What follows belongs to an exercise in optimizing a design on an open flow for small area; a production flow would make more cautious choices. In this exercise RTL edits were held to simulation tests only and were not proved equivalent to the original. The flow treats the clock pin as an ideal source, which a real chip does not have. Power and IR drop assume default switching activity.

==> design/flow/design.v <==
`timescale 1ns / 1ps
module xst(
	input		clk_i,
	input		reset_i,
	input		rxd_i,
	input	[63:0]	dat_i,
	input		txreg_we_i,
	input		txregr_we_i,
	input		txreg_oe_i,
	input		txregr_oe_i,
	input	[15:0]	txbaud_i,
	input	[5:0]	bits_i,
	output		txd_o,
	output reg	txc_o,
	output		idle_o,
	output reg [15:0] brg_o,
	output reg [5:0] bits_o,
	output	[63:0]	dat_o
);
	reg	[63:0]	srn;
	wire		rstn = ~reset_i;
	wire		ld = txreg_we_i | txregr_we_i;
	wire		active = |bits_o;
	wire	[16:0]	t;
	assign		t[0] = active;
	genvar k;
	generate
		for (k = 0; k < 16; k = k + 1) begin : g_t
			assign t[k+1] = t[k] & ~brg_o[k];
		end
	endgenerate
	wire		sh = t[16];		 
	wire		sel_d = rstn & txreg_we_i;
	wire		sel_r = rstn & ~txreg_we_i & txregr_we_i;
	wire		shn = ld | ~sh;		 
	wire		hldn = ld | sh;		 
	wire	[64:0]	srn_up = {~rxd_i, srn};
	genvar i;
	generate
		for (i = 0; i < 64; i = i + 1) begin : g_sr
			wire x = ~((shn | srn_up[i+1]) & (hldn | srn[i]) & rstn);
			always @(posedge clk_i)
				srn[i] <= ~((sel_d & dat_i[i]) | (sel_r & dat_i[63-i]) | x);
			assign dat_o[i] = ~((~txreg_oe_i | srn[i]) & (~txregr_oe_i | srn[63-i]));
		end
	endgenerate
	assign		txd_o = ~srn[0];
	assign		idle_o = ~active;
	wire		brg_ld = rstn & (ld | sh);
	wire		brg_kp = rstn & ~(ld | sh);
	always @(posedge clk_i)
		brg_o <= ({16{brg_ld}} & txbaud_i) | ({16{brg_kp}} & (brg_o ^ t[15:0]));
	wire	[6:0]	u;
	assign		u[0] = sh;
	generate
		for (k = 0; k < 6; k = k + 1) begin : g_u
			assign u[k+1] = u[k] & ~bits_o[k];
		end
	endgenerate
	wire		bits_ld = rstn & ld;
	wire		bits_kp = rstn & ~ld;
	always @(posedge clk_i)
		bits_o <= ({6{bits_ld}} & bits_i) | ({6{bits_kp}} & (bits_o ^ u[5:0]));
	wire		half = (brg_o == {1'b0, txbaud_i[15:1]});
	wire		one = (bits_o == 6'd1);
	always @(posedge clk_i)
		txc_o <= ~half & rstn & (ld | (sh ? ~one : txc_o));
endmodule
==> design/flow/flow/run.sh <==
#!/bin/bash
# Own layout flow: the standard synthesis, then the logic replaced by a hand-mapped netlist
# that keeps the standard synthesis's flip-flops (same instance names and cell type), then the standard flow's
# standard layout with the smallest plain buffer on each port and a leaner clock tree.
set -euo pipefail
W=$PWD
F=$W/flow
R=$W/orfs/results/$FLOW_PLATFORM/xst/base
# 1. standard synthesis, unchanged
bash standard.sh synth > synth.log 2>&1
cp $R/1_2_yosys.v $W/standard_synth.v
# 2. hand-mapped logic around the standard flip-flops
python3 $F/handmap.py $W/standard_synth.v $W/hand.v > handmap.log 2>&1
cp $W/hand.v $R/1_2_yosys.v
rm -f $R/1_synth.odb $R/1_synth.sdc
# 3. the rest of the standard layout
export BUFFER_PORTS_ARGS="-buffer_cell sky130_fd_sc_hd__buf_1"
if [[ -f $F/cts_args ]]; then export CTS_ARGS="$(cat $F/cts_args)"; fi
bash standard.sh > layout.log 2>&1
==> design/flow/flow/cts_args <==
-buf_list sky130_fd_sc_hd__clkbuf_16 -sink_clustering_enable -sink_clustering_size 50 -sink_clustering_max_diameter 300 -dont_use_dummy_load -repair_clock_nets
==> design/flow/flow/handmap.py <==
#!/usr/bin/env python3
"""Write a hand-mapped sky130hd netlist of xst (the logic of rtl/xst.v, gate by gate).

usage: handmap.py STANDARD_NETLIST OUT
The flip-flops keep the instance names the standard synthesis gave them (found by the net on
their Q pin); the script fails if any expected flip-flop is missing there."""
import re
import sys

std = open(sys.argv[1]).read()
flops = {}
for name, body in re.findall(r'sky130_fd_sc_hd__dfxtp_1\s+(\S+)\s*\((.*?)\);', std, re.S):
    pins = {p: v.strip() for p, v in re.findall(r'\.(\w+)\(([^)]*)\)', body)}
    flops[pins['Q'].lstrip('\\').strip()] = name

cells = []
wires = set()
n = [0]


def w(name):
    wires.add(name)
    return name


def cell(typ, out, **pins):
    n[0] += 1
    conns = ', '.join(f'.{p}({v})' for p, v in pins.items())
    cells.append(f'  sky130_fd_sc_hd__{typ} h{n[0]} ({conns}, {out});')


def g(typ, y, **pins):
    cell(typ, f'.Y({y})', **pins)


def gx(typ, x, **pins):
    cell(typ, f'.X({x})', **pins)


used = set()


def ff(q, qnet, d):
    inst = flops[q]
    used.add(q)
    cells.append(f'  sky130_fd_sc_hd__dfxtp_1 {inst} (.CLK(clk_i), .D({d}), .Q({qnet}));')


def srn(i):
    return f'srn_{i}'


# shared control
g('inv_1', w('rstn'), A='reset_i')
g('nor2_1', w('ld_n'), A='txreg_we_i', B='txregr_we_i')
g('nor2b_1', w('sel_d'), A='reset_i', B_N='txreg_we_i')
g('nor3b_1', w('sel_r'), A='reset_i', B='txreg_we_i', C_N='txregr_we_i')
g('inv_1', w('oen'), A='txreg_oe_i')
g('inv_1', w('roen'), A='txregr_oe_i')
g('inv_1', w('srn_64'), A='rxd_i')
g('inv_1', 'txd_o', A=srn(0))

# bit counter: idle
g('nor3_1', w('bz_lo'), A='bits_o[0]', B='bits_o[1]', C='bits_o[2]')
g('nor3_1', w('bz_hi'), A='bits_o[3]', B='bits_o[4]', C='bits_o[5]')
gx('and2_0', 'idle_o', A='bz_lo', B='bz_hi')

# bit-rate counter borrow chain: t[k] = active & brg[k-1:0] == 0, kept as t or ~t by parity
# even k: tn_k = ~t[k]; odd k: t_k = t[k]
prev = 'idle_o'
for k in range(16):
    b = f'brg_o[{k}]'
    if k % 2 == 0:
        g('xnor2_1', w(f'by_{k}'), A=b, B=prev)
        g('nor2_1', w(f't_{k+1}'), A=prev, B=b)
        prev = f't_{k+1}'
    else:
        gx('xor2_1', w(f'by_{k}'), A=b, B=prev)
        g('nand2b_1', w(f'tn_{k+1}'), A_N=b, B=prev)
        prev = f'tn_{k+1}'
# prev = tn_16 = ~sh
g('nand2b_1', w('shn'), A_N='tn_16', B='ld_n')      # 0: shift
g('nand2_1', w('hldn'), A='ld_n', B='tn_16')        # 0: hold
g('a21oi_1', w('brg_ld'), A1='ld_n', A2='tn_16', B1='reset_i')
g('nor2_1', w('brg_kp'), A='reset_i', B='hldn')
for k in range(16):
    gx('a22o_1', w(f'brg_d_{k}'), A1='brg_ld', A2=f'txbaud_i[{k}]', B1='brg_kp', B2=f'by_{k}')
    ff(f'brg_o[{k}]', f'brg_o[{k}]', f'brg_d_{k}')

# bit counter: borrow chain started by sh
prev = 'tn_16'
for k in range(6):
    b = f'bits_o[{k}]'
    if k % 2 == 0:
        g('xnor2_1', w(f'uy_{k}'), A=b, B=prev)
        if k < 5:
            g('nor2_1', w(f'u_{k+1}'), A=prev, B=b)
            prev = f'u_{k+1}'
    else:
        gx('xor2_1', w(f'uy_{k}'), A=b, B=prev)
        if k < 5:
            g('nand2b_1', w(f'un_{k+1}'), A_N=b, B=prev)
            prev = f'un_{k+1}'
g('nor2_1', w('bits_ld'), A='reset_i', B='ld_n')
g('nor2b_1', w('bits_kp'), A='reset_i', B_N='ld_n')
for k in range(6):
    gx('a22o_1', w(f'bits_d_{k}'), A1='bits_ld', A2=f'bits_i[{k}]', B1='bits_kp', B2=f'uy_{k}')
    ff(f'bits_o[{k}]', f'bits_o[{k}]', f'bits_d_{k}')

# half-bit compare: brg_o == {1'b0, txbaud_i[15:1]}
for k in range(15):
    gx('xor2_1', w(f'ne_{k}'), A=f'brg_o[{k}]', B=f'txbaud_i[{k+1}]')
g('nor4_1', w('eq_0'), A='ne_0', B='ne_1', C='ne_2', D='ne_3')
g('nor4_1', w('eq_1'), A='ne_4', B='ne_5', C='ne_6', D='ne_7')
g('nor4_1', w('eq_2'), A='ne_8', B='ne_9', C='ne_10', D='ne_11')
g('nor4_1', w('eq_3'), A='ne_12', B='ne_13', C='ne_14', D='brg_o[15]')
gx('and4_1', w('half'), A='eq_0', B='eq_1', C='eq_2', D='eq_3')

# txc
g('nor2_1', w('b12z'), A='bits_o[1]', B='bits_o[2]')
g('nand3_1', w('onen'), A='bits_o[0]', B='b12z', C='bz_hi')   # bits_o != 1
g('mux2i_1', w('txc_mn'), A0='onen', A1='txc_o', S='tn_16')    # ~(sh ? bits_o != 1 : txc_o)
g('a211oi_1', w('txc_d'), A1='ld_n', A2='txc_mn', B1='half', C1='reset_i')
ff('txc_o', 'txc_o', 'txc_d')

# shift register, kept inverted
for i in range(64):
    w(srn(i))
    g('o221ai_1', w(f'x_{i}'), A1='shn', A2=srn(i + 1), B1='hldn', B2=srn(i), C1='rstn')
    g('a221oi_1', w(f'sr_d_{i}'), A1='sel_d', A2=f'dat_i[{i}]', B1='sel_r', B2=f'dat_i[{63 - i}]', C1=f'x_{i}')
    ff(f'srn[{i}]', srn(i), f'sr_d_{i}')
    g('o22ai_1', f'dat_o[{i}]', A1='oen', A2=srn(i), B1='roen', B2=srn(63 - i))

missing = set(flops) - used
if missing or len(used) != 87:
    sys.exit(f'flip-flops not matched: {sorted(missing)} / used {len(used)}')

out = ['module xst(clk_i, reset_i, rxd_i, dat_i, txreg_we_i, txregr_we_i, txreg_oe_i, txregr_oe_i,'
       ' txbaud_i, bits_i, txd_o, txc_o, idle_o, brg_o, bits_o, dat_o);',
       '  input clk_i; input reset_i; input rxd_i; input [63:0] dat_i;',
       '  input txreg_we_i; input txregr_we_i; input txreg_oe_i; input txregr_oe_i;',
       '  input [15:0] txbaud_i; input [5:0] bits_i;',
       '  output txd_o; output txc_o; output idle_o; output [15:0] brg_o; output [5:0] bits_o;',
       '  output [63:0] dat_o;']
out += [f'  wire {x};' for x in sorted(wires)]
out += cells
out.append('endmodule')
open(sys.argv[2], 'w').write('\n'.join(out) + '\n')
==> design/flow/standard.sh <==
#!/bin/bash
# synth_recipe.tcl (not shown) runs the flow's synth.tcl, then flattens the netlist and writes it again
# the make line also repeats each setting of config.mk as NAME=value (left out here)
make -C /OpenROAD-flow-scripts/flow DESIGN_CONFIG=/design/flow/config.mk WORK_HOME=/design/flow/orfs CLKGATE_MAP_FILE= SYNTH_SCRIPT=/design/flow/synth_recipe.tcl "${@:-finish}"
==> design/flow/config.mk <==
export PLATFORM = sky130hd
export DESIGN_NAME = xst
export DESIGN_NICKNAME = xst
export VERILOG_FILES = /design/flow/design.v
export SDC_FILE = /design/flow/constraint.sdc
export NUM_CORES = 4
export LEC_CHECK = 0
export ABC_AREA = 1
export CAP_MARGIN = 20
export CORE_MARGIN = 2
export CORE_UTILIZATION = 40
export SLEW_MARGIN = 20
==> design/flow/constraint.sdc <==
create_clock -name core_clock -period 5.0 [get_ports {clk_i}]
set_input_delay 1.0000 -clock core_clock [delete_from_list [all_inputs] [get_ports {clk_i}]]
set_output_delay 1.0000 -clock core_clock [all_outputs]
set_load 0.01 [all_outputs]
==> run summary, run 1 <==
status=complete, no violations; Setup-failing EPs final=0; clock buffer depth=2; Register-to-Register Path Depth=22; proportion of layout cells with a drive suffix above 1=3.959%; Detailed Route Iter0 Violations=341; Hold Path Cell Cnt=2; Worst path max stage delay=0.39 ns; Port Buf Inserts=181; gr usage total=23.18%; via count=4555; layout net count=676; Pleak=1.768 nW; fin. max-slew vios=0; Req. time, crit path=5.21 ns; largest net degree at the start of global routing=65; Peak VDD IR=0.0001727 V; Clock Skew=0.01412 ns; initial core utilization=41.18%; site row count=36; crit path launch type=flip-flop; cts-stage hold buffer count=0; total die area=0.01088 mm²; number of global-route vias before repair=4109; core area=0.009774 mm²; Die X=104.3 µm; Fin Setup TNS=0 ns; worst path bufs/invs=1; Avg WL per Cell=18.55 µm; drt total wl=13240 µm; clk sinks=87; count of final hold-check violations=0; cells along the critical path=nor3_1 > and2_0 > nor2_1 > nand2b_1 > nor2_1 > nand2b_1 > nor2_1 > nand2b_1 > nor2_1 > nand2b_1 > nor2_1 > nand2b_1 > nor2_1 > nand2b_1 > nor2_1 > nand2b_1 > nor2_1 > nand2b_1 > nand2_2 > buf_12 > o221ai_1 > a221oi_1; Post-Syn Area per Cell=10.45 µm²; Crit path max-delay family=simple AND/OR/NAND/NOR gates; Hold WS=0.5820 ns; Post-Syn Instances=385; Final Cycle Share=86.35%; ANT cells=0; clock transition at the registers of the reported paths=0.06 ns; Worst EP arrival=4.53 ns; crit path kind=flip-flop to flip-flop; peak fanout along the critical path=46; number of vias per cell=6.380; Area growth syn-to-layout=29.03%; Clk Tree Root Cell=clkbuf_16; grt ovf=0; Pwr Total=1.734 mW; hold crit path type=flip-flop to flip-flop; CTS buffer count=9; number of setup buffers added after CTS=0; HPWL Detailed=8650 µm; YS warnings=1; fin crit period=4.317 ns; Setup crit end kind=flip-flop; CP max stage cell=nand2_2; syn_nets=478; fmax=231.6 MHz; max_cap viols=0; pre-CTS setup slack=0.6908 ns; Worst-Skew Late Latency=0.33 ns; Crit. path cell count=22; RSZ-0062 raised after global routing=no; Slew HR=28.25%; DRC viols=0; global-route wire length before repair=21140 µm; 1st-pass router iterations=5; Die Height=104.3 µm; CTS tree=yes; setup ws final=0.6826 ns; GP Congestion=0.8053; post-route ant nets=0; initial antenna violation count=0; PostCTS Resize Cnt=0; num ports=182; Power Density=333.9 mW/mm²; synthesized cell area=0.004025 mm²; Slew @ Worst Pin=1.075 ns; H-tree depth=3
## where the power goes
part	switching (mW)	leakage (nW)	internal, mW
registers	0.0701	0.729	0.755
logic	0.203	0.929	0.149
clock network	0.240	0.111	0.317
## area by class of cell
type                    count  area (µm²)
well taps                 133       166.4
multi-input cells         293        2285
repair buffers            187       757.0
fillers                   945        4581
clock buffers               9       225.2
flip-flops and latches     87        1742
inverters                   5       18.77
## final timing paths
check	end	slack, ns	start
worst min-delay path	txc_o	0.58	txc_o
worst max-delay path	srn[21]	0.68	bits_o[4]
worst max register to register	srn[21]	0.68	bits_o[4]
worst min register to register	txc_o	0.58	txc_o
## per-stage QoR
stage	cell area [µm²]	cells	utilization, %
2_1_floorplan	4025	385	-
3_3_place_gp	4938	704	50.52
3_5_place_dp	4938	704	50.52
4_1_cts	5164	713	52.83
5_1_grt	5194	714	53.14
6_report	5194	714	53.14
## tightest hold or removal path, stage by stage (launching register included)
cell and delay, ns:
dfxtp_1 0.32, mux2i_1 0.13, a211oi_1 0.09
## flip-flops by register name, indices dropped and copies added (netlist names)
signal  count
txc_o       1
srn        64
brg_o      16
bits_o      6
## per-layer routing
| layer | vias to the layer above | global-route usage [%] | part of all wire (%) |
|---|---|---|---|
| li1 | 2128 | - | - |
| met1 | 2204 | 31.82 | 44 |
| met2 | 208 | 35.25 | 46 |
| met3 | 15 | 7.331 | 9.0 |
| met4 | 0 | 5.888 | 1.1 |
| met5 | - | 0 | 0 |
## placed cells by master (no fill, tap or decap), drive strengths merged, types with 2 or more instances in the layout
cell type and n:
buf 187, dfxtp 87, o221ai 64, a221oi 64
o22ai 64, xor2 26, a22o 22, nor2 15
xnor2 11, nand2b 11, clkbuf 9, inv 5
nor4 4, nor3 2, nor2b 2
==> run 2: changes to the inputs <==
==> design/flow/flow/cts_args (replaced) <==
-buf_list sky130_fd_sc_hd__clkbuf_8 -repair_clock_nets -dont_use_dummy_load
==> run 2 against run 1 <==
Clock power is 32% lower. Register-to-register slack worse by 0.02 ns. Sequential share of layout area rose by 0.67 points. Clock-buffer cell count unchanged. Sequential cell count did not move. Hold slack improved by 0.0016 ns. Non-clock buffer count did not move. Area after synthesis unchanged. Final area shrank 2.0%. Routed wire length fell by 0.67%. Via count fell by 0.40%. Utilization is 1.0 points lower. Critical path type unchanged.
==> run summary, run 2 <==
fin cells=714; Largest register FFs=64; Pleak=1.722 nW; CP max stage cell=dfxtp_1; fin. max-slew vios=0; status=complete, no violations; Worst path max stage delay=0.39 ns; crit path kind=flip-flop to flip-flop; 1st-pass router iterations=5; H-tree depth=3; Largest regs=srn x64, brg_o x16, bits_o x6; synthesized cell area=0.004025 mm²; YS warnings=1; Setup crit end kind=flip-flop; most common cell after layout, fill and taps aside=buf_1; ANT cells=0; peak fanout along the critical path=46; clk sinks=87; Setup-failing EPs final=0; via count=4537; syn_nets=478; initial antenna violation count=0; site row count=36; clock transition at the registers of the reported paths=0.08 ns; number of vias per cell=6.354; count of final hold-check violations=0; Port Buf Inserts=181; core area=0.009774 mm²; cells along the critical path=nor3_1 > and2_0 > nor2_1 > nand2b_1 > nor2_1 > nand2b_1 > nor2_1 > nand2b_1 > nor2_1 > nand2b_1 > nor2_1 > nand2b_1 > nor2_1 > nand2b_1 > nor2_1 > nand2b_1 > nor2_1 > nand2b_1 > nand2_2 > buf_12 > o221ai_1 > a221oi_1; Final Cycle Share=86.79%; register area=0.001742 mm²; post-route ant nets=0; GP Congestion=0.8053; number of global-route vias before repair=4098; hold crit path type=flip-flop to flip-flop; Slew @ Worst Pin=1.067 ns; Power Density=305.6 mW/mm²; Peak VDD IR=0.0001585 V; crit path launch type=flip-flop; Post-Syn Area per Cell=10.45 µm²; clock buffer depth=2; Clock Skew=0.02550 ns; number of setup buffers added after CTS=0; pre-CTS setup slack=0.6908 ns; Fill cells=951; Clk Tree Root Cell=clkbuf_8; cts-stage hold buffer count=0; Fin Setup TNS=0 ns; fin crit period=4.339 ns; Die X=104.3 µm; fmax=230.5 MHz; HPWL Detailed=8650 µm; Area growth syn-to-layout=26.52%; Avg WL per Cell=18.42 µm; Hold WS=0.5837 ns; cell area after layout=0.005092 mm²; Worst EP arrival=4.57 ns; Most flops, register=srn; global-route wire length before repair=21130 µm; Die Height=104.3 µm; gr usage total=23.14%; area taken by multi-input logic gates=0.002285 mm²; max_cap viols=0; total die area=0.01088 mm²; RSZ-0062 raised after global routing=no; Slew HR=28.78%; CTS buffer count=9; initial core utilization=41.18%; Detailed Route Iter0 Violations=306; CTS tree=yes; commonest non-fill, non-tap cells in the layout=buf_1, dfxtp_1, o221ai_1, a221oi_1, o22ai_1; DRC viols=0; largest net degree at the start of global routing=65; PostCTS Resize Cnt=0; drt total wl=13150 µm; Worst-Skew Late Latency=0.35 ns; grt ovf=0; Post-Syn Instances=385; setup ws final=0.6607 ns; Placed Area=0.004938 mm²; Cells after DPL=704; layout net count=676; proportion of layout cells with a drive suffix above 1=3.959%; Req. time, crit path=5.23 ns; num ports=182
## run 2: final timing paths
kind,from,end,slack [ns],cells past startpoint
worst max-delay path,bits_o[4],srn[21],0.66,22
worst min-delay path,txc_o,txc_o,0.58,2
worst max register to register,bits_o[4],srn[21],0.66,22
worst min register to register,txc_o,txc_o,0.58,2
## run 2: final cells by class
class                           count  area share [%]
Clock buffer                        9           2.432
Inverter                            5          0.3686
Multi-Input combinational cell    293           44.86
Sequential cell                    87           34.20
Tap cell                          133           3.268
Timing Repair Buffer              187           14.86
## run 2: power by group
group	internal, mW	total (mW)	switching, mW
Clock	0.162	0.381	0.219
Sequential	0.754	0.824	0.0698
Combinational	0.149	0.352	0.203
## run 2: worst max-delay path, delay by kind of cell (launching register included)
kind,cells,cell delay (ns)
AND/OR/NAND/NOR,19,3.10
flip-flops,1,0.39
buffers and inverters,1,0.28
AO/OA/AOI/OAI,2,0.46
## run 2: layer usage
metal	part of all wire, %	up-vias	track usage, %
li1	-	2130	-
met1	44	2192	31.86
met2	46	203	35.06
met3	9.2	12	7.331
met4	1.1	0	5.888
met5	0	-	0
## run 2: through the flow
stage          total power [mW]  util (%)
6_report                  1.556     52.10
2_1_floorplan             1.038         -
5_1_grt                   1.633     52.10
3_5_place_dp              1.184     50.52
3_3_place_gp              1.178     50.52
4_1_cts                   1.566     51.79
==> run 3: changes to the inputs <==
==> design/flow/flow/cts_args (replaced) <==
-buf_list {sky130_fd_sc_hd__clkbuf_4 sky130_fd_sc_hd__clkbuf_8 sky130_fd_sc_hd__clkbuf_16} -sink_clustering_enable -repair_clock_nets -dont_use_dummy_load
==> run 3 against run 2 <==
Area after synthesis is the same. Utilization is the same. Maximum frequency did not move. Largest power group unchanged. Clock power barely moved. Sequential share of layout area unchanged.
==> run summary, run 3 <==
status=complete, no violations; Peak VDD IR=0.0001585 V; cts-stage hold buffer count=0; 1st-pass router iterations=5; DRC viols=0; H-tree depth=3; commonest non-fill, non-tap cells in the layout=buf_1, dfxtp_1, o221ai_1, a221oi_1, o22ai_1; fin. max-slew vios=0; hold crit path type=flip-flop to flip-flop; Final Cycle Share=86.79%; Die Height=104.3 µm; via count=4537; global-route wire length before repair=21130 µm; synthesized cell area=0.004025 mm²; initial antenna violation count=0; R2R Setup Slk=0.66 ns; Detailed Route Iter0 Violations=306; Worst-Skew Late Latency=0.35 ns; Port Buf Inserts=181; Fin Setup TNS=0 ns; Most flops, register=srn; number of vias per cell=6.354; post-route ant nets=0; most common cell after layout, fill and taps aside=buf_1; grt ovf=0; CTS tree=yes; number of setup buffers added after CTS=0; crit path launch type=flip-flop; clock transition at the registers of the reported paths=0.08 ns; Slew @ Worst Pin=1.067 ns; Req. time, crit path=5.23 ns; Hold Path Sink=txc_o; Hold Path Cell Cnt=2; Slew HR=28.78%; clock buffer depth=2; Post-Syn Area per Cell=10.45 µm²; fin crit period=4.339 ns; layout net count=676; worst reg2reg startpoint=bits_o[4]; Worst EP arrival=4.57 ns; Post-Syn Instances=385; proportion of layout cells with a drive suffix above 1=3.959%; PostCTS Resize Cnt=0; Power Density=305.6 mW/mm²; total die area=0.01088 mm²; clk sinks=87; Register-to-Register Path Depth=22; count of final hold-check violations=0; crit path kind=flip-flop to flip-flop; CTS buffer count=9; Pwr Total=1.556 mW; gr usage total=23.14%; Hold Startpoint=txc_o; site row count=36; fmax=230.5 MHz; Largest register FFs=64; Pleak=1.722 nW; YS warnings=1; Die X=104.3 µm; Clock Skew=0.02550 ns; Largest regs=srn x64, brg_o x16, bits_o x6; syn_nets=478; peak fanout along the critical path=46; ANT cells=0; core area=0.009774 mm²; RSZ-0062 raised after global routing=no; initial core utilization=41.18%; HPWL Detailed=8650 µm; number of global-route vias before repair=4098; drt total wl=13150 µm; Avg WL per Cell=18.42 µm; Setup-failing EPs final=0; Hold WS=0.5837 ns; Area growth syn-to-layout=26.52%; Setup crit end kind=flip-flop; GP Congestion=0.8053; Clk Tree Root Cell=clkbuf_8; FF-to-FF End=srn[21]; largest net degree at the start of global routing=65; max_cap viols=0; num ports=182
## run 3: worst max-delay path by stage
stage / from / end / cells past startpoint
floorplan: reset_i / srn[0] / 2
finish: bits_o[4] / srn[21] / 22
global placement: bits_o[4] / srn[6] / 22
detailed placement: bits_o[4] / srn[21] / 22
CTS: bits_o[4] / srn[21] / 22
global route: bits_o[3] / srn[21] / 22
## run 3: worst max-delay path, cell delays in order (launching register included)
cell	delay, ns
dfxtp_1	0.39
nor3_1	0.10
and2_0	0.21
nor2_1	0.20
nand2b_1	0.11
nor2_1	0.18
nand2b_1	0.11
nor2_1	0.17
nand2b_1	0.11
nor2_1	0.18
nand2b_1	0.11
nor2_1	0.18
nand2b_1	0.11
nor2_1	0.18
nand2b_1	0.11
nor2_1	0.17
nand2b_1	0.11
nor2_1	0.17
nand2b_1	0.20
nand2_2	0.39
buf_12	0.28
o221ai_1	0.15
a221oi_1	0.31
## run 3: power by group
group | leakage (nW) | switching (mW) | internal (mW)
sequential | 0.729 | 0.0698 | 0.754
combinational | 0.929 | 0.203 | 0.149
clock | 0.0647 | 0.219 | 0.162
total | 1.72 | 0.492 | 1.06
## run 3: routing by layer
| metal | vias up | GRT usage (%) | part of all wire [%] |
|---|---|---|---|
| li1 | 2130 | - | - |
| met1 | 2192 | 31.86 | 44 |
| met2 | 203 | 35.06 | 46 |
| met3 | 12 | 7.331 | 9.2 |
| met4 | 0 | 5.888 | 1.1 |
| met5 | - | 0 | 0 |
## run 3: through the flow
stage	utilization, %	area, µm²	setup WS (ns)	instances
after floorplan	-	4025	0.007798	385
after global placement	50.52	4938	0.8633	704
after detailed placement	50.52	4938	0.6908	704
after CTS	51.79	5062	0.6638	713
after global routing	52.10	5092	0.1276	714
final	52.10	5092	0.6607	714
## run 3: area by class of cell
type / instances / area [µm²]
clock buffer: 9 / 123.9
fill: 951 / 4682
inverter: 5 / 18.77
multi-input combinational: 293 / 2285
sequential: 87 / 1742
tap: 133 / 166.4
timing repair buffer: 187 / 757.0
==> run 4: changes to the inputs <==
==> design/flow/flow/cts_args (replaced) <==
-root_buf sky130_fd_sc_hd__clkbuf_8 -buf_list sky130_fd_sc_hd__clkbuf_4 -sink_clustering_enable -repair_clock_nets -dont_use_dummy_load
==> run 4 against run 3 <==
Critical path depth unchanged. Sequential share of layout area unchanged. Combinational power about the same. Die area unchanged. Sequential power about the same. Largest power group unchanged. Still clean. Clock power about the same.
==> run summary, run 4 <==
status=complete, no violations; site row count=36; Die Height=104.3 µm; commonest non-fill, non-tap cells in the layout=buf_1, dfxtp_1, o221ai_1, a221oi_1, o22ai_1; Setup crit end kind=flip-flop; layout net count=676; total die area=0.01088 mm²; count of final hold-check violations=0; clock transition at the registers of the reported paths=0.08 ns; peak fanout along the critical path=46; fin util=52.10%; GP Congestion=0.8053; Clock Skew=0.02550 ns; H-tree depth=3; Worst-Skew Late Latency=0.35 ns; drt total wl=13150 µm; via count=4537; worst path bufs/invs=1; hold crit path type=flip-flop to flip-flop; Slew @ Worst Pin=1.067 ns; Hold Path Sink=txc_o; initial antenna violation count=0; core area=0.009774 mm²; most common cell after layout, fill and taps aside=buf_1; cts-stage hold buffer count=0; Slew HR=28.78%; fin. max-slew vios=0; Most flops, register=srn; crit path launch type=flip-flop; Setup-failing EPs final=0; largest net degree at the start of global routing=65; num ports=182; PostCTS Resize Cnt=0; R2R Setup Slk=0.66 ns; Avg WL per Cell=18.42 µm; Pleak=1.722 nW; proportion of layout cells with a drive suffix above 1=3.959%; fmax=230.5 MHz; Largest register FFs=64; number of vias per cell=6.354; Hold Startpoint=txc_o; Req. time, crit path=5.23 ns; CP Launch Point=bits_o[4]; Area growth syn-to-layout=26.52%; Crit path max-delay family=simple AND/OR/NAND/NOR gates; Fill cells=951; clock buffer depth=2; FF-to-FF End=srn[21]; HPWL Detailed=8650 µm; CTS buffer count=9; gr usage total=23.14%; Port Buf Inserts=181; number of global-route vias before repair=4098; CP max stage cell=dfxtp_1; clk sinks=87; initial core utilization=41.18%; ANT cells=0; Worst path max stage delay=0.39 ns; Register-to-Register Path Depth=22; Clk Tree Root Cell=clkbuf_8; Final Cycle Share=86.79%; cells along the critical path=nor3_1 > and2_0 > nor2_1 > nand2b_1 > nor2_1 > nand2b_1 > nor2_1 > nand2b_1 > nor2_1 > nand2b_1 > nor2_1 > nand2b_1 > nor2_1 > nand2b_1 > nor2_1 > nand2b_1 > nor2_1 > nand2b_1 > nand2_2 > buf_12 > o221ai_1 > a221oi_1; max_cap viols=0; fin crit period=4.339 ns; global-route wire length before repair=21130 µm; number of setup buffers added after CTS=0; register area=0.001742 mm²; Die X=104.3 µm; Post-Syn Area per Cell=10.45 µm²; Post-Syn Instances=385; Largest regs=srn x64, brg_o x16, bits_o x6; RSZ-0062 raised after global routing=no; Power Density=305.6 mW/mm²; worst reg2reg startpoint=bits_o[4]; 1st-pass router iterations=5; synthesized cell area=0.004025 mm²; Peak VDD IR=0.0001585 V; Worst EP arrival=4.57 ns; crit path kind=flip-flop to flip-flop; area taken by multi-input logic gates=0.002285 mm²; Detailed Route Iter0 Violations=306; grt ovf=0; Hold Path Cell Cnt=2; Fin Setup TNS=0 ns; post-route ant nets=0; syn_nets=478; CTS tree=yes; DRC viols=0; YS warnings=1
run 4: metal layers:
layer	wire (µm)	global-route usage, %
met2	6049	35.06
met4	149	5.888
met1	5742	31.86
met5	0	0
met3	1213	7.331
run 4: layout make-up:
class | count | share of cell area, %
clock buffer | 9 | 2.432
inverter | 5 | 0.3686
multi-input combinational | 293 | 44.86
sequential | 87 | 34.20
tap | 133 | 3.268
timing repair buffer | 187 | 14.86
run 4: through the flow:
| step | total power [mW] | hold slack (ns) | setup WS, ns | area [µm²] | cells |
|---|---|---|---|---|---|
| floorplan | 1.038 | 0.5619 | 0.007798 | 4025 | 385 |
| finish | 1.556 | 0.5837 | 0.6607 | 5092 | 714 |
| detailed placement | 1.184 | 0.5574 | 0.6908 | 4938 | 704 |
| global placement | 1.178 | 0.5458 | 0.8633 | 4938 | 704 |
| global route | 1.633 | 0.6218 | 0.1276 | 5092 | 714 |
| CTS | 1.566 | 0.5766 | 0.6638 | 5062 | 713 |
run 4: worst max-delay path by stage:
stage | end | slack [ns] | cells after the start
3_3_place_gp | srn[6] | 0.86 | 22
2_1_floorplan | srn[0] | 0.008 | 2
6_report | srn[21] | 0.66 | 22
3_5_place_dp | srn[21] | 0.69 | 22
4_1_cts | srn[21] | 0.66 | 22
5_1_grt | srn[21] | 0.13 | 22
run 4: tightest hold or removal path: stages, from the launching register on:
cell	delay (ns)
dfxtp_1	0.32
mux2i_1	0.13
a211oi_1	0.08
run 4: power by group:
part           internal, mW  switching [mW]
combinational         0.149           0.203
clock                 0.162           0.219
sequential            0.754          0.0698
==> run 5: changes to the inputs <==
==> design/flow/flow/cts_args (replaced) <==
-sink_clustering_enable -repair_clock_nets -buf_list sky130_fd_sc_hd__clkbuf_8 -dont_use_dummy_load
--- a/design/flow/flow/handmap.py
+++ b/design/flow/flow/handmap.py
@@ -52,9 +52,11 @@
 
-# shared control
-g('inv_1', w('rstn'), A='reset_i')
+g('inv_2', w('rstn'), A='reset_i')
 g('nor2_1', w('ld_n'), A='txreg_we_i', B='txregr_we_i')
-g('nor2b_1', w('sel_d'), A='reset_i', B_N='txreg_we_i')
-g('nor3b_1', w('sel_r'), A='reset_i', B='txreg_we_i', C_N='txregr_we_i')
-g('inv_1', w('oen'), A='txreg_oe_i')
-g('inv_1', w('roen'), A='txregr_oe_i')
+g('nand2b_1', w('sel_dn'), A_N='reset_i', B='txreg_we_i')
+g('inv_2', w('sel_d'), A='sel_dn')
+g('nor2_1', w('rw_n'), A='reset_i', B='txreg_we_i')
+g('nand2_1', w('sel_rn'), A='rw_n', B='txregr_we_i')
+g('inv_2', w('sel_r'), A='sel_rn')
+g('inv_2', w('oen'), A='txreg_oe_i')
+g('inv_2', w('roen'), A='txregr_oe_i')
 g('inv_1', w('srn_64'), A='rxd_i')
@@ -81,6 +83,8 @@
 # prev = tn_16 = ~sh
-g('nand2b_1', w('shn'), A_N='tn_16', B='ld_n')      # 0: shift
-g('nand2_1', w('hldn'), A='ld_n', B='tn_16')        # 0: hold
-g('a21oi_1', w('brg_ld'), A1='ld_n', A2='tn_16', B1='reset_i')
-g('nor2_1', w('brg_kp'), A='reset_i', B='hldn')
+g('nor2b_1', w('sh_only'), A='tn_16', B_N='ld_n')    # shift, no load
+g('inv_2', w('shn'), A='sh_only')                     # 0: shift
+gx('and2_0', w('hold'), A='ld_n', B='tn_16')          # hold (no load, no shift)
+g('inv_2', w('hldn'), A='hold')                       # 0: hold
+g('nor2_2', w('brg_ld'), A='reset_i', B='hold')
+g('nor2_2', w('brg_kp'), A='reset_i', B='hldn')
 for k in range(16):
--- a/design/flow/config.mk
+++ b/design/flow/config.mk
@@ -10,3 +10,4 @@
 export CORE_MARGIN = 2
-export CORE_UTILIZATION = 40
+export CORE_UTILIZATION = 65
+export PLACE_DENSITY = 0.8
 export SLEW_MARGIN = 20
==> run 5 against run 4 <==
First-iteration DRC count rose to 2.5 times the previous value. Still clean on timing, DRC and antenna. Global-route usage rose by 11 points. Largest power group unchanged. Clock-buffer cell count did not move. Final area fell by 2.5%. Sequential cell count did not move. Critical endpoint is now srn[28]. Via count rose by 4.7%.
==> run summary, run 5 <==
Post-Syn Area per Cell=10.38 µm²; Clk Tree Root Cell=clkbuf_8; Die Height=82.90 µm; Peak VDD IR=0.0002180 V; fin util=83.34%; Pleak=1.700 nW; 1st-pass router iterations=6; RSZ-0062 raised after global routing=no; Crit. path cell count=22; Post-Syn Instances=390; Slew HR=25.53%; post-route ant nets=0; via count=4748; commonest non-fill, non-tap cells in the layout=buf_1, dfxtp_1, o221ai_1, a221oi_1, o22ai_1; number of setup buffers added after CTS=0; Largest register FFs=64; Register-to-Register Path Depth=22; Cells after DPL=647; cells along the critical path=nor3_1 > and2_0 > nor2_1 > nand2b_1 > nor2_1 > nand2b_1 > nor2_1 > nand2b_1 > nor2_1 > nand2b_1 > nor2_1 > nand2b_1 > nor2_1 > nand2b_1 > nor2_1 > nand2b_1 > nor2_1 > nand2b_1 > nor2b_1 > inv_2 > o221ai_1 > a221oi_1; YS warnings=1; peak fanout along the critical path=64; hold crit path type=flip-flop to flip-flop; max_cap viols=0; Detailed Route Iter0 Violations=772; count of final hold-check violations=0; PostCTS Resize Cnt=0; crit path launch type=flip-flop; Avg WL per Cell=19.20 µm; Req. time, crit path=5.16 ns; worst path bufs/invs=1; clock transition at the registers of the reported paths=0.09 ns; Largest regs=srn x64, brg_o x16, bits_o x6; clock buffer depth=2; drt total wl=12600 µm; cts-stage hold buffer count=0; synthesized cell area=0.004046 mm²; Crit path max-delay family=simple AND/OR/NAND/NOR gates; CTS buffer count=9; CTS tree=yes; H-tree depth=3; num ports=182; Hold WS=0.6047 ns; CP Launch Point=bits_o[0]; Port Buf Inserts=181; Hold Startpoint=srn[58]; CP max stage cell=dfxtp_1; metal3 WL=1438 µm; total die area=0.006872 mm²; Worst EP arrival=4.68 ns; crit path kind=flip-flop to flip-flop; Slew @ Worst Pin=1.117 ns; Top Layer Used=met4; DR WL met2=6129 µm; Clock Skew=0.01773 ns; status=complete, no violations; Most flops, register=srn; global-route wire length before repair=20030 µm; HPWL Detailed=8022 µm; fmax=221.3 MHz; Worst path max stage delay=0.42 ns; largest net degree at the start of global routing=65; Final Cycle Share=90.39%; syn_nets=483; Hold Path Cell Cnt=2; layout net count=676; Setup-failing EPs final=0; fin crit period=4.520 ns; worst reg2reg startpoint=bits_o[0]; Die X=82.90 µm; initial core utilization=67.94%; proportion of layout cells with a drive suffix above 1=3.270%; Area growth syn-to-layout=22.67%; grt ovf=0; Power Density=313.5 mW/mm²; ANT cells=0; fin cells=656; clk sinks=87; fin. max-slew vios=0; Fin Setup TNS=0 ns; site row count=28; initial antenna violation count=0; pre-CTS setup slack=0.6647 ns; GP Congestion=0.8773; met1 WL=4716 µm; number of global-route vias before repair=4191; number of vias per cell=7.238; Setup crit end kind=flip-flop; DRC viols=0; core area=0.005956 mm²; most common cell after layout, fill and taps aside=buf_1; gr usage total=34.33%; setup ws final=0.4804 ns; Worst-Skew Late Latency=0.35 ns
[run 5: worst paths after layout]
path                            slack [ns]      end
worst max-delay path                  0.48  srn[28]
worst min-delay path                  0.60  srn[58]
worst max register to register        0.48  srn[28]
worst min register to register        0.60  srn[58]
[run 5: layout make-up]
class | count | area (µm²)
Multi-Input combinational cell | 294 | 2271
Sequential cell | 87 | 1742
Fill cell | 387 | 992.2
Timing Repair Buffer | 182 | 699.4
Clock buffer | 9 | 123.9
Tap cell | 75 | 93.84
Inverter | 9 | 33.78
[run 5: stage by stage]
| stage | instance area (µm²) | power [mW] |
|---|---|---|
| finish | 4964 | 1.556 |
| global route | 4964 | 1.622 |
| CTS | 4964 | 1.543 |
| detailed placement | 4840 | 1.178 |
| global placement | 4840 | 1.163 |
| floorplan | 4046 | 1.037 |
[run 5: routing by layer]
layer / vias to the layer above / track usage [%]
met5: - / 0
met4: 0 / 13.26
met1: 2224 / 43.68
met2: 347 / 56.60
li1: 2138 / -
met3: 39 / 7.952
[run 5: worst min-delay path, stage by stage, from the launching register on]
cell and delay [ns]:
dfxtp_1 0.34, o221ai_1 0.15, a221oi_1 0.07
[run 5: power by group]
part / switching [mW] / total [mW] / internal [mW]
clock network: 0.222 / 0.383 / 0.162
registers: 0.0705 / 0.824 / 0.754
logic: 0.203 / 0.349 / 0.145
==> run 6: changes to the inputs <==
--- a/design/flow/flow/run.sh
+++ b/design/flow/flow/run.sh
@@ -3,3 +3,4 @@
 # that keeps the standard synthesis's flip-flops (same instance names and cell type), then the standard flow's
-# standard layout with the smallest plain buffer on each port and a leaner clock tree.
+# standard layout with the smallest plain buffer on each port, a leaner clock tree, and clock
+# buffers shrunk where the clock slew allows.
 set -euo pipefail
@@ -15,5 +16,10 @@
 rm -f $R/1_synth.odb $R/1_synth.sdc
-# 3. the rest of the standard layout
+# 3. the standard layout up to clock tree synthesis
 export BUFFER_PORTS_ARGS="-buffer_cell sky130_fd_sc_hd__buf_1"
 if [[ -f $F/cts_args ]]; then export CTS_ARGS="$(cat $F/cts_args)"; fi
+bash standard.sh cts > layout_cts.log 2>&1
+# 4. shrink clock buffers where the slew allows
+CLKDOWN_RESULTS=$R CLKDOWN_LIMIT=0.110 openroad -no_init -exit $F/clkdown.tcl > clkdown.log 2>&1
+cp $R/4_1_cts.odb $R/4_cts.odb
+# 5. the rest of the standard layout
 bash standard.sh > layout.log 2>&1
==> design/flow/flow/clkdown.tcl (new file) <==
set P $::env(FLOW_HOME)/platforms/$::env(FLOW_PLATFORM)
set R $::env(CLKDOWN_RESULTS)
read_liberty $P/lib/sky130_fd_sc_hd__tt_025C_1v80.lib
read_db $R/4_1_cts.odb
read_sdc $R/4_cts.sdc
source $P/setRC.tcl
set_propagated_clock [all_clocks]
proc worst_clk_slew {} {
  estimate_parasitics -placement
  set worst 0
  foreach pin [get_pins -hierarchical */CLK] {
    set s [get_property $pin slew_max]
    if {$s > $worst} { set worst $s }
  }
  return $worst
}
puts "clock slew before: [worst_clk_slew]"
set limit $::env(CLKDOWN_LIMIT)
foreach inst [get_cells clkbuf_*] {
  set old [get_property [get_property $inst liberty_cell] name]
  if {$old eq "sky130_fd_sc_hd__clkbuf_4"} continue
  replace_cell $inst sky130_fd_sc_hd__clkbuf_4
  set w [worst_clk_slew]
  if {$w > $limit} {
    replace_cell $inst $old
    puts "[get_full_name $inst]: keep $old ($w)"
  } else {
    puts "[get_full_name $inst]: clkbuf_4 ($w)"
  }
}
puts "clock slew after: [worst_clk_slew]"
check_placement -verbose
report_clock_skew
report_checks -path_delay min_max -format end -group_path_count 3
write_db $R/4_1_cts.odb
==> run 6 against run 5 <==
Sequential cell count did not move. Combinational power about the same. Final area fell by 0.63%. Hold slack gained 0.0018 ns. Clock-buffer cell count unchanged. Maximum frequency grew 0.70%. Setup slack better by 0.032 ns. Critical endpoint unchanged. Area after synthesis unchanged.
==> run summary, run 6 <==
status=complete, no violations; site row count=28; gr usage total=34.36%; Setup crit end kind=flip-flop; area taken by multi-input logic gates=0.002271 mm²; Hold Path Sink=txc_o; Worst-Skew Late Latency=0.42 ns; Fill cells=394; Slew @ Worst Pin=1.104 ns; Setup-failing EPs final=0; Req. time, crit path=5.20 ns; Largest regs=srn x64, brg_o x16, bits_o x6; count of final hold-check violations=0; layout net count=676; Post-Syn Area per Cell=10.38 µm²; Hold Path Cell Cnt=2; largest net degree at the start of global routing=65; initial core utilization=67.94%; hold crit path type=flip-flop to flip-flop; Avg WL per Cell=19.27 µm; PostCTS Resize Cnt=0; Die X=82.90 µm; CP Launch Point=bits_o[0]; number of setup buffers added after CTS=0; Worst EP arrival=4.69 ns; fmax=222.8 MHz; total die area=0.006872 mm²; Post-Syn Instances=390; Fin Setup TNS=0 ns; clock transition at the registers of the reported paths=0.09 ns; Detailed Route Iter0 Violations=721; synthesized cell area=0.004046 mm²; Clk Tree Root Cell=clkbuf_8; Largest register FFs=64; global-route wire length before repair=20030 µm; H-tree depth=3; max_cap viols=0; post-route ant nets=0; CTS buffer count=9; clock buffer depth=2; Die Height=82.90 µm; Pleak=1.687 nW; HPWL Detailed=8022 µm; fin. max-slew vios=0; drt total wl=12640 µm; 1st-pass router iterations=5; FF-to-FF End=srn[28]; crit path kind=flip-flop to flip-flop; cells along the critical path=nor3_1 > and2_0 > nor2_1 > nand2b_1 > nor2_1 > nand2b_1 > nor2_1 > nand2b_1 > nor2_1 > nand2b_1 > nor2_1 > nand2b_1 > nor2_1 > nand2b_1 > nor2_1 > nand2b_1 > nor2_1 > nand2b_1 > nor2b_1 > inv_2 > o221ai_1 > a221oi_1; commonest non-fill, non-tap cells in the layout=buf_1, dfxtp_1, o221ai_1, a221oi_1, o22ai_1; core area=0.005956 mm²; Register-to-Register Path Depth=22; Slew HR=26.38%; Placed Area=0.004840 mm²; Pwr Total=1.504 mW; Crit. path cell count=22; R2R Setup Slk=0.51 ns; number of global-route vias before repair=4178; DRC viols=0; Crit path max-delay family=simple AND/OR/NAND/NOR gates; ANT cells=0; cts-stage hold buffer count=0; register area=0.001742 mm²; Area growth syn-to-layout=21.89%; syn_nets=483; CTS tree=yes; CP max stage cell=dfxtp_1; Final Cycle Share=89.76%; GP Congestion=0.8773; Clock Skew=0.03363 ns; worst reg2reg startpoint=bits_o[0]; Peak VDD IR=0.0002160 V; num ports=182; peak fanout along the critical path=64; number of vias per cell=7.297; proportion of layout cells with a drive suffix above 1=3.270%; fin crit period=4.488 ns; clk sinks=87; initial antenna violation count=0; Worst path max stage delay=0.42 ns; crit path launch type=flip-flop; YS warnings=1; Hold WS=0.6066 ns; Hold Startpoint=txc_o; via count=4787; cell area after layout=0.004932 mm²; most common cell after layout, fill and taps aside=buf_1; RSZ-0062 raised after global routing=no; Most flops, register=srn; Port Buf Inserts=181; Power Density=304.9 mW/mm²; grt ovf=0; worst path bufs/invs=1
==> run 6: metal layers <==
layer	track usage (%)	share of wire (%)	up-vias
li1	-	-	2138
met1	43.86	38	2270
met2	56.74	49	345
met3	8.151	11	34
met4	12.37	2.3	0
met5	0	0	-
==> run 6: final cells by class <==
class	instances	share of cell area, %
clock buffer	9	1.877
inverter	9	0.6849
multi-input combinational	294	46.04
sequential	87	35.31
tap	75	1.903
timing repair buffer	182	14.18
==> run 6: worst reg2reg max path, delay by kind of cell (launching register included) <==
kind | cells | cell delay (ns)
and+or+nand+nor | 19 | 2.92
buffers and inverters | 1 | 0.41
AOI/OAI and AO/OA | 2 | 0.54
DFF | 1 | 0.42
==> run 6: power by group <==
| part | leakage [nW] | internal, mW | switching (mW) |
|---|---|---|---|
| Combinational | 0.907 | 0.145 | 0.203 |
| Sequential | 0.729 | 0.754 | 0.0707 |
| Clock | 0.0518 | 0.118 | 0.213 |
==> run 6: how the worst max path moves through the flow <==
stage               endpoint  slack, ns
floorplan           brg_o[0]       0.84
CTS                   srn[6]       0.60
finish               srn[28]       0.51
detailed placement   srn[28]       0.66
global route          srn[6]       0.14
global placement     srn[46]       0.89
==> run 6: metrics by stage <==
step / setup WS, ns / cells / utilization, %
final: 0.5120 / 656 / 82.82
after floorplan: 0.8391 / 390 / -
after global routing: 0.1402 / 656 / 82.82
after CTS: 0.5956 / 656 / 83.34
after detailed placement: 0.6647 / 647 / 81.26
after global placement: 0.8878 / 647 / 81.26
==> run 7: changes to the inputs <==
--- a/design/flow/flow/handmap.py
+++ b/design/flow/flow/handmap.py
@@ -86,3 +86,3 @@
 gx('and2_0', w('hold'), A='ld_n', B='tn_16')          # hold (no load, no shift)
-g('inv_2', w('hldn'), A='hold')                       # 0: hold
+g('inv_4', w('hldn'), A='hold')                       # 0: hold
 g('nor2_2', w('brg_ld'), A='reset_i', B='hold')
--- a/design/flow/config.mk
+++ b/design/flow/config.mk
@@ -10,4 +10,4 @@
 export CORE_MARGIN = 2
-export CORE_UTILIZATION = 65
-export PLACE_DENSITY = 0.8
+export CORE_UTILIZATION = 70
+export PLACE_DENSITY = 0.85
 export SLEW_MARGIN = 20
==> run 7 against run 6 <==
The layout now fails its checks (setup timing). Register-to-register slack got worse by 0.82 ns. Sequential share of layout area shrank 0.16 points. Sequential cell count is the same. Routed wire length is 23% higher. Final cell count decreased by 0.46%. Critical path depth is the same. Hold slack better by 0.0044 ns. Critical endpoint is now srn[30].
==> run summary, run 7 <==
Largest register FFs=64; drt total wl=15490 µm; Clock Skew=0.03929 ns; synthesized cell area=0.004049 mm²; Slew @ Worst Pin=1.141 ns; Placed Area=0.004818 mm²; worst reg2reg startpoint=bits_o[0]; Final Cycle Share=106.3%; ANT cells=0; Port Buf Inserts=181; clock transition at the registers of the reported paths=0.09 ns; clk sinks=87; max_cap viols=0; Setup crit end kind=flip-flop; RSZ-0062 raised after global routing=yes; Most flops, register=srn; number of global-route vias before repair=4337; Detailed Route Iter0 Violations=942; Area growth syn-to-layout=22.37%; grt ovf=0; hold crit path type=flip-flop to flip-flop; setup ws final=-0.3128 ns; HPWL Detailed=8771 µm; largest net degree at the start of global routing=66; YS warnings=1; most common cell after layout, fill and taps aside=buf_1; register area=0.001742 mm²; fin cells=653; Die Height=80.06 µm; 1st-pass router iterations=7; via count=5209; Worst EP arrival=5.59 ns; initial core utilization=73.08%; gr usage total=42.33%; Post-Syn Instances=390; Hold Startpoint=srn[1]; Setup-failing EPs final=19; Req. time, crit path=5.28 ns; core area=0.005540 mm²; cts-stage hold buffer count=0; CTS buffer count=9; initial antenna violation count=0; CP max stage cell=dfxtp_1; GP Congestion=0.8341; commonest non-fill, non-tap cells in the layout=buf_1, dfxtp_1, o221ai_1, a221oi_1, o22ai_1; site row count=27; clock buffer depth=2; Cells after DPL=643; Die X=80.06 µm; Clk Tree Root Cell=clkbuf_8; syn_nets=483; status=complete, but fails checks; num ports=182; count of final hold-check violations=0; fin. max-slew vios=0; peak fanout along the critical path=33; DRC viols=0; Power Density=314.3 mW/mm²; Worst-Skew Late Latency=0.44 ns; SO Faults=setup timing; CP Launch Point=bits_o[0]; fmax=188.2 MHz; Slew HR=23.79%; area taken by multi-input logic gates=0.002273 mm²; Largest regs=srn x64, brg_o x16, bits_o x6; cell area after layout=0.004955 mm²; post-route ant nets=0; CTS tree=yes; number of vias per cell=7.977; fin crit period=5.313 ns; Post-Syn Area per Cell=10.38 µm²; Fill cells=267; Worst path max stage delay=0.50 ns; Pleak=1.696 nW; proportion of layout cells with a drive suffix above 1=3.442%; fin util=89.43%; Hold WS=0.6110 ns; global-route wire length before repair=21390 µm; Peak VDD IR=0.0002214 V; total die area=0.006409 mm²; crit path launch type=flip-flop; layout net count=676; Fin Setup TNS=-1.125 ns; cells along the critical path=nor3_1 > and2_0 > nor2_1 > nand2b_1 > nor2_1 > nand2b_1 > nor2_1 > nand2b_1 > nor2_1 > nand2b_1 > nor2_1 > nand2b_1 > nor2_1 > nand2b_1 > nor2_1 > nand2b_1 > nor2_1 > nand2b_1 > and2_1 > bufinv_16 > o221ai_1 > a221oi_1; H-tree depth=3; Avg WL per Cell=23.72 µm; crit path kind=flip-flop to flip-flop
-- run 7: worst max-delay path, delay by kind of cell (launching register included) --
kind            cells  cell delay (ns)
simple gates       19             3.62
compound gates      2             0.72
flops               1             0.50
buf+inv             1             0.33
-- run 7: timing repair --
item,CTS,global route
buffers inserted,0,0
resized for setup,0,8
setup endpoints to repair,0,81
-- run 7: area by class of cell --
class	count	share of cell area, %
clock buffer	9	1.995
inverter	9	1.263
multi-input combinational	294	45.88
timing repair inverter	1	0.1768
timing repair buffer	181	13.71
tap	72	1.818
sequential	87	35.15
-- run 7: power breakdown --
group	total (mW)	switching (mW)	internal, mW
sequential	0.831	0.0768	0.754
clock	0.356	0.229	0.126
combinational	0.371	0.224	0.147
total	1.56	0.530	1.03
-- run 7: layer usage --
layer | vias up | GRT usage [%] | wire length, µm | share of wire, %
li1 | 2138 | - | - | -
met5 | - | 0 | 0 | 0
met3 | 136 | 10.90 | 2133 | 14
met1 | 2373 | 52.20 | 5162 | 33
met2 | 562 | 66.42 | 7080 | 46
met4 | 0 | 25.42 | 1112 | 7.2
-- run 7: worst paths after layout --
| path | to | slack (ns) | depth (start not counted) |
|---|---|---|---|
| min reg2reg | srn[1] | 0.61 | 2 |
| max reg2reg | srn[30] | -0.31 | 22 |
| max | srn[30] | -0.31 | 22 |
| min | srn[1] | 0.61 | 2 |
-- run 7: through the flow --
stage,setup WS (ns),power (mW)
after CTS,0.05990,1.554
after global placement,0.7245,1.161
after detailed placement,0.2875,1.180
final,-0.3128,1.557
after floorplan,1.062,1.037
after global routing,-0.3764,1.604
==> run 8: changes to the inputs <==
--- a/design/flow/config.mk
+++ b/design/flow/config.mk
@@ -10,4 +10,4 @@
 export CORE_MARGIN = 2
-export CORE_UTILIZATION = 70
-export PLACE_DENSITY = 0.85
+export CORE_UTILIZATION = 60
+export PLACE_DENSITY = 0.7
 export SLEW_MARGIN = 20
==> run 8 against run 7 <==
Sequential cell count did not move. Critical path depth is the same. Final cell count grew 0.61%. Power is 3.6% lower. Sequential share of layout area rose by 0.22 points. Largest cell class unchanged. Combinational power fell by 7.5%. Now clean on timing, DRC and antenna. Routed wire length decreased by 22%.
==> run summary, run 8 <==
number of setup buffers added after CTS=0; Setup-failing EPs final=0; Port Buf Inserts=181; ANT cells=0; gr usage total=30.92%; Post-Syn Instances=390; Slew HR=28.01%; fin cells=657; Setup crit end kind=flip-flop; core area=0.006422 mm²; crit path launch type=flip-flop; most common cell after layout, fill and taps aside=buf_1; max_cap viols=0; YS warnings=1; Largest register FFs=64; Most flops, register=srn; global-route wire length before repair=18770 µm; fin crit period=4.539 ns; GP Congestion=0.8393; initial core utilization=63.04%; DRC viols=0; Worst EP arrival=4.84 ns; fin. max-slew vios=0; Largest regs=srn x64, brg_o x16, bits_o x6; worst reg2reg startpoint=bits_o[3]; Area growth syn-to-layout=21.60%; Avg WL per Cell=18.33 µm; num ports=182; status=complete, no violations; HPWL Detailed=7846 µm; Peak VDD IR=0.0001908 V; PostCTS Resize Cnt=0; drt total wl=12040 µm; Power Density=305.0 mW/mm²; number of vias per cell=7.015; 1st-pass router iterations=5; Comb pwr share=22.8%; fin util=76.66%; Pleak=1.680 nW; fmax=220.3 MHz; Fin Setup TNS=0 ns; Clock Skew=0.02961 ns; grt ovf=0; CTS buffer count=9; hold crit path type=flip-flop to flip-flop; syn_nets=483; Hold Startpoint=txc_o; FF-to-FF End=brg_o[1]; Pwr Total=1.502 mW; Hold Path Cell Cnt=2; switching share of power=31.86%; clock buffer depth=2; Req. time, crit path=5.30 ns; largest net degree at the start of global routing=66; number of global-route vias before repair=4066; cts-stage hold buffer count=0; CTS tree=yes; Post-Syn Area per Cell=10.38 µm²; R2R Setup Slk=0.46 ns; Worst-Skew Late Latency=0.43 ns; synthesized cell area=0.004049 mm²; H-tree depth=3; Final Cycle Share=90.78%; post-route ant nets=0; Clk Tree Root Cell=clkbuf_8; RSZ-0062 raised after global routing=no; switching power=478.4 µW; initial antenna violation count=0; clock transition at the registers of the reported paths=0.10 ns; Clock power frac=22.4%; Slew @ Worst Pin=1.078 ns; count of final hold-check violations=0; Hold Path Sink=txc_o; Die X=86.15 µm; crit path kind=flip-flop to flip-flop; commonest non-fill, non-tap cells in the layout=buf_1, dfxtp_1, o221ai_1, a221oi_1, o22ai_1; via count=4609; site row count=29; layout net count=675; Cells after DPL=648; clk sinks=87; proportion of layout cells with a drive suffix above 1=3.103%; total die area=0.007421 mm²; Die Height=86.15 µm; P_int=1.023 mW; Detailed Route Iter0 Violations=351; Sequential Power Share=54.8%; Register-to-Register Path Depth=22; peak fanout along the critical path=65
==> run 8: worst max path at each step <==
stage          slack [ns]      start  depth (start not counted)        to
3_3_place_gp         0.68  bits_o[4]                         22  brg_o[7]
3_5_place_dp         0.54  bits_o[4]                         22  brg_o[1]
5_1_grt              0.02  bits_o[4]                         22    srn[2]
4_1_cts              0.48  bits_o[2]                         22   srn[32]
2_1_floorplan        1.06  bits_o[4]                         22  brg_o[0]
6_report             0.46  bits_o[3]                         22  brg_o[1]
==> run 8: critical path: stages (launching register included) <==
cell	delay (ns)
dfxtp_1	0.38
nor3_1	0.09
and2_0	0.23
nor2_1	0.20
nand2b_1	0.11
nor2_1	0.18
nand2b_1	0.12
nor2_1	0.19
nand2b_1	0.12
nor2_1	0.19
nand2b_1	0.12
nor2_1	0.18
nand2b_1	0.11
nor2_1	0.18
nand2b_1	0.11
nor2_1	0.17
nand2b_1	0.11
nor2_1	0.17
nand2b_1	0.18
and2_0	0.27
inv_4	0.49
nor2_2	0.29
a22o_1	0.25
==> run 8: routing by layer <==
metal  GRT usage (%)  share of wire (%)
met2           50.18                 48
met1           38.60                 39
met5               0                  0
met4           13.42                2.5
met3           8.277                9.8
==> run 8: power by group through the flow <==
stage | clock network [mW] | logic, mW | registers (mW)
2_1_floorplan | 0 | 0.211 | 0.826
3_3_place_gp | 0 | 0.331 | 0.833
4_1_cts | 0.379 | 0.341 | 0.820
5_1_grt | 0.366 | 0.376 | 0.830
6_report | 0.337 | 0.343 | 0.822
3_5_place_dp | 0 | 0.339 | 0.835
==> run 8: through the flow <==
stage	hold WS, ns	worst slack [ns]	cell area, µm²
2_1_floorplan	0.5596	1.062	4049
3_3_place_gp	0.5600	0.6751	4825
3_5_place_dp	0.5755	0.5365	4825
4_1_cts	0.5906	0.4843	4949
5_1_grt	0.6207	0.02416	4923
6_report	0.6011	0.4609	4923
==> run 8: final cells by class <==
cell class | count | area, µm²
clock buffer | 9 | 98.84
fill | 516 | 1499
inverter | 9 | 36.28
multi-input combinational | 294 | 2271
sequential | 87 | 1742
tap | 77 | 96.34
timing repair buffer | 181 | 679.4
==> run 9: changes to the inputs <==
--- a/design/flow/config.mk
+++ b/design/flow/config.mk
@@ -10,4 +10,4 @@
 export CORE_MARGIN = 2
-export CORE_UTILIZATION = 60
-export PLACE_DENSITY = 0.7
+export CORE_UTILIZATION = 65
+export PLACE_DENSITY = 0.9
 export SLEW_MARGIN = 20
==> run 9 against run 8 <==
Still clean on timing, DRC and antenna. Clock power down 2%. Sequential power is essentially flat. Final cell count down 0.30%. Utilization rose by 5.9 points. Hold slack worse by 0.0079 ns. Setup slack lost 0.092 ns. First-iteration DRC count rose by 31%. Maximum frequency shrank 2.0%. Non-clock buffer count did not move. Critical path type unchanged.
==> run summary, run 9 <==
status=complete, no violations; Sequential Power Share=54.8%; switching power=488.0 µW; worst reg2reg startpoint=bits_o[4]; clock buffer depth=2; drt total wl=12710 µm; Area growth syn-to-layout=21.45%; Pwr Total=1.503 mW; Largest register FFs=64; Post-Syn Area per Cell=10.38 µm²; number of global-route vias before repair=4163; fmax=215.9 MHz; most common cell after layout, fill and taps aside=buf_1; clk sinks=87; Setup-failing EPs final=0; Hold Startpoint=txc_o; Req. time, crit path=5.29 ns; Hold Path Sink=txc_o; HPWL Detailed=8130 µm; initial antenna violation count=0; syn_nets=483; peak fanout along the critical path=65; Worst EP arrival=4.92 ns; cell area after layout=0.004917 mm²; Largest regs=srn x64, brg_o x16, bits_o x6; Detailed Route Iter0 Violations=460; initial core utilization=67.98%; count of final hold-check violations=0; Most flops, register=srn; crit path launch type=flip-flop; Die Height=82.93 µm; grt ovf=0; Post-Syn Instances=390; 1st-pass router iterations=5; num ports=182; Setup crit end kind=flip-flop; Slew HR=25.52%; P_int=1.015 mW; Cells after DPL=646; Power Density=305.7 mW/mm²; commonest non-fill, non-tap cells in the layout=buf_1, dfxtp_1, o221ai_1, a221oi_1, o22ai_1; via count=4716; Port Buf Inserts=181; crit path kind=flip-flop to flip-flop; cts-stage hold buffer count=0; largest net degree at the start of global routing=66; global-route wire length before repair=20200 µm; CP Launch Point=bits_o[4]; number of vias per cell=7.200; Hold Path Cell Cnt=2; ANT cells=0; hold crit path type=flip-flop to flip-flop; CTS tree=yes; Clock power frac=22.0%; clock transition at the registers of the reported paths=0.09 ns; fin util=82.56%; Register-to-Register Path Depth=22; layout net count=675; Comb pwr share=23.2%; Clk Tree Root Cell=clkbuf_8; synthesized cell area=0.004049 mm²; gr usage total=34.71%; Peak VDD IR=0.0001934 V; Fin Setup TNS=0 ns; Slew @ Worst Pin=1.116 ns; GP Congestion=0.8627; post-route ant nets=0; CTS buffer count=9; Fill cells=392; Worst-Skew Late Latency=0.42 ns; fin. max-slew vios=0; FF-to-FF End=srn[37]; proportion of layout cells with a drive suffix above 1=3.103%; Avg WL per Cell=19.41 µm; Pleak=1.678 nW; DRC viols=0; YS warnings=1; Clock Skew=0.03396 ns; fin crit period=4.631 ns; Placed Area=0.004822 mm²; total die area=0.006877 mm²; max_cap viols=0; Final Cycle Share=92.62%; site row count=28; core area=0.005956 mm²; H-tree depth=3; RSZ-0062 raised after global routing=no; fin cells=655; switching share of power=32.46%; Die X=82.93 µm; R2R Setup Slk=0.37 ns
## run 9: repair_timing
action / 4_1_cts / 5_1_grt
buffers inserted: 0 / 0
setup endpoints to repair: 0 / 62
gates resized for setup: 0 / 1
## run 9: area by class of cell
type | count | area, µm² | share of cell area [%]
Clock buffer | 9 | 92.59 | 1.883
Tap cell | 75 | 93.84 | 1.908
Multi-Input combinational cell | 294 | 2271 | 46.18
Timing Repair Buffer | 181 | 679.4 | 13.82
Sequential cell | 87 | 1742 | 35.42
Inverter | 9 | 38.79 | 0.7888
## run 9: critical path, stage by stage, from the launching register on
cell and delay, ns:
dfxtp_1 0.39, nor3_1 0.09, and2_0 0.21, nor2_1 0.19, nand2b_1 0.12, nor2_1 0.18
nand2b_1 0.12, nor2_1 0.18, nand2b_1 0.13, nor2_1 0.21, nand2b_1 0.12, nor2_1 0.20
nand2b_1 0.14, nor2_1 0.19, nand2b_1 0.12, nor2_1 0.18, nand2b_1 0.12, nor2_1 0.19
nand2b_1 0.18, and2_0 0.29, inv_6 0.39, o221ai_1 0.25, a221oi_1 0.32
## run 9: routing by layer
| metal | GRT usage (%) | vias up | share of wire, % |
|---|---|---|---|
| li1 | - | 2132 | - |
| met4 | 13.41 | 0 | 2.4 |
| met2 | 56.01 | 344 | 49 |
| met1 | 46.66 | 2205 | 39 |
| met3 | 5.765 | 35 | 9.5 |
| met5 | 0 | - | 0 |
## run 9: metrics by stage
| stage | hold slack (ns) | setup slack (ns) |
|---|---|---|
| floorplan | 0.5596 | 1.062 |
| global placement | 0.5613 | 0.7150 |
| detailed placement | 0.5793 | 0.5108 |
| CTS | 0.5913 | 0.4223 |
| global route | 0.6275 | 0.01940 |
| finish | 0.5932 | 0.3692 |
## run 9: how the worst max path moves through the flow
stage / slack [ns] / endpoint
after floorplan: 1.06 / brg_o[0]
after detailed placement: 0.51 / brg_o[0]
after global routing: 0.02 / srn[9]
after global placement: 0.72 / brg_o[7]
after CTS: 0.42 / srn[59]
final: 0.37 / srn[37]
## run 9: power groups by stage
stage          clock network (mW)  logic, mW  registers [mW]
6_report                    0.331      0.348           0.824
5_1_grt                     0.363      0.378           0.831
4_1_cts                     0.380      0.343           0.821
3_5_place_dp                    0      0.340           0.836
3_3_place_gp                    0      0.330           0.834
2_1_floorplan                   0      0.211           0.826

==> afterwards: timing with drivers on the ports <==
The results above use ideal ports. As a check the final layouts listed here were re-extracted and re-timed, cells and wires unchanged. Step 1, drivers: a clkbuf_16 drives clk_i and a buf_2 each remaining input, both assumed. Step 2 times the ports against the registers' clock, not the clock port: input delays grow and output delays shrink by t, the midpoint of the rising clock arrivals with the driver on. Slacks: no drivers / after step 1 / after step 2; pairs: no drivers / after step 1.
run	t, ns	setup WS [ns]	worst setup path after step 2	latest minus earliest clock arrival (ns)	cell pins on the clock port's net
run 1	0.363	0.683 / 0.683 / 0.683	register to register	0.014 / 0.015	1
run 2	0.375	0.661 / 0.661 / 0.661	register to register	0.026 / 0.026	1
run 3	0.375	0.661 / 0.661 / 0.661	register to register	0.026 / 0.026	1
run 4	0.375	0.661 / 0.661 / 0.661	register to register	0.026 / 0.026	1
run 5	0.372	0.480 / 0.480 / 0.480	register to register	0.018 / 0.018	1
run 6	0.436	0.512 / 0.512 / 0.512	register to register	0.034 / 0.033	1
run 7	0.454	-0.313 / -0.313 / -0.313	register to register	0.039 / 0.040	1
run 8	0.446	0.461 / 0.461 / 0.461	register to register	0.031 / 0.031	1
run 9	0.435	0.369 / 0.369 / 0.369	register to register	0.034 / 0.035	1
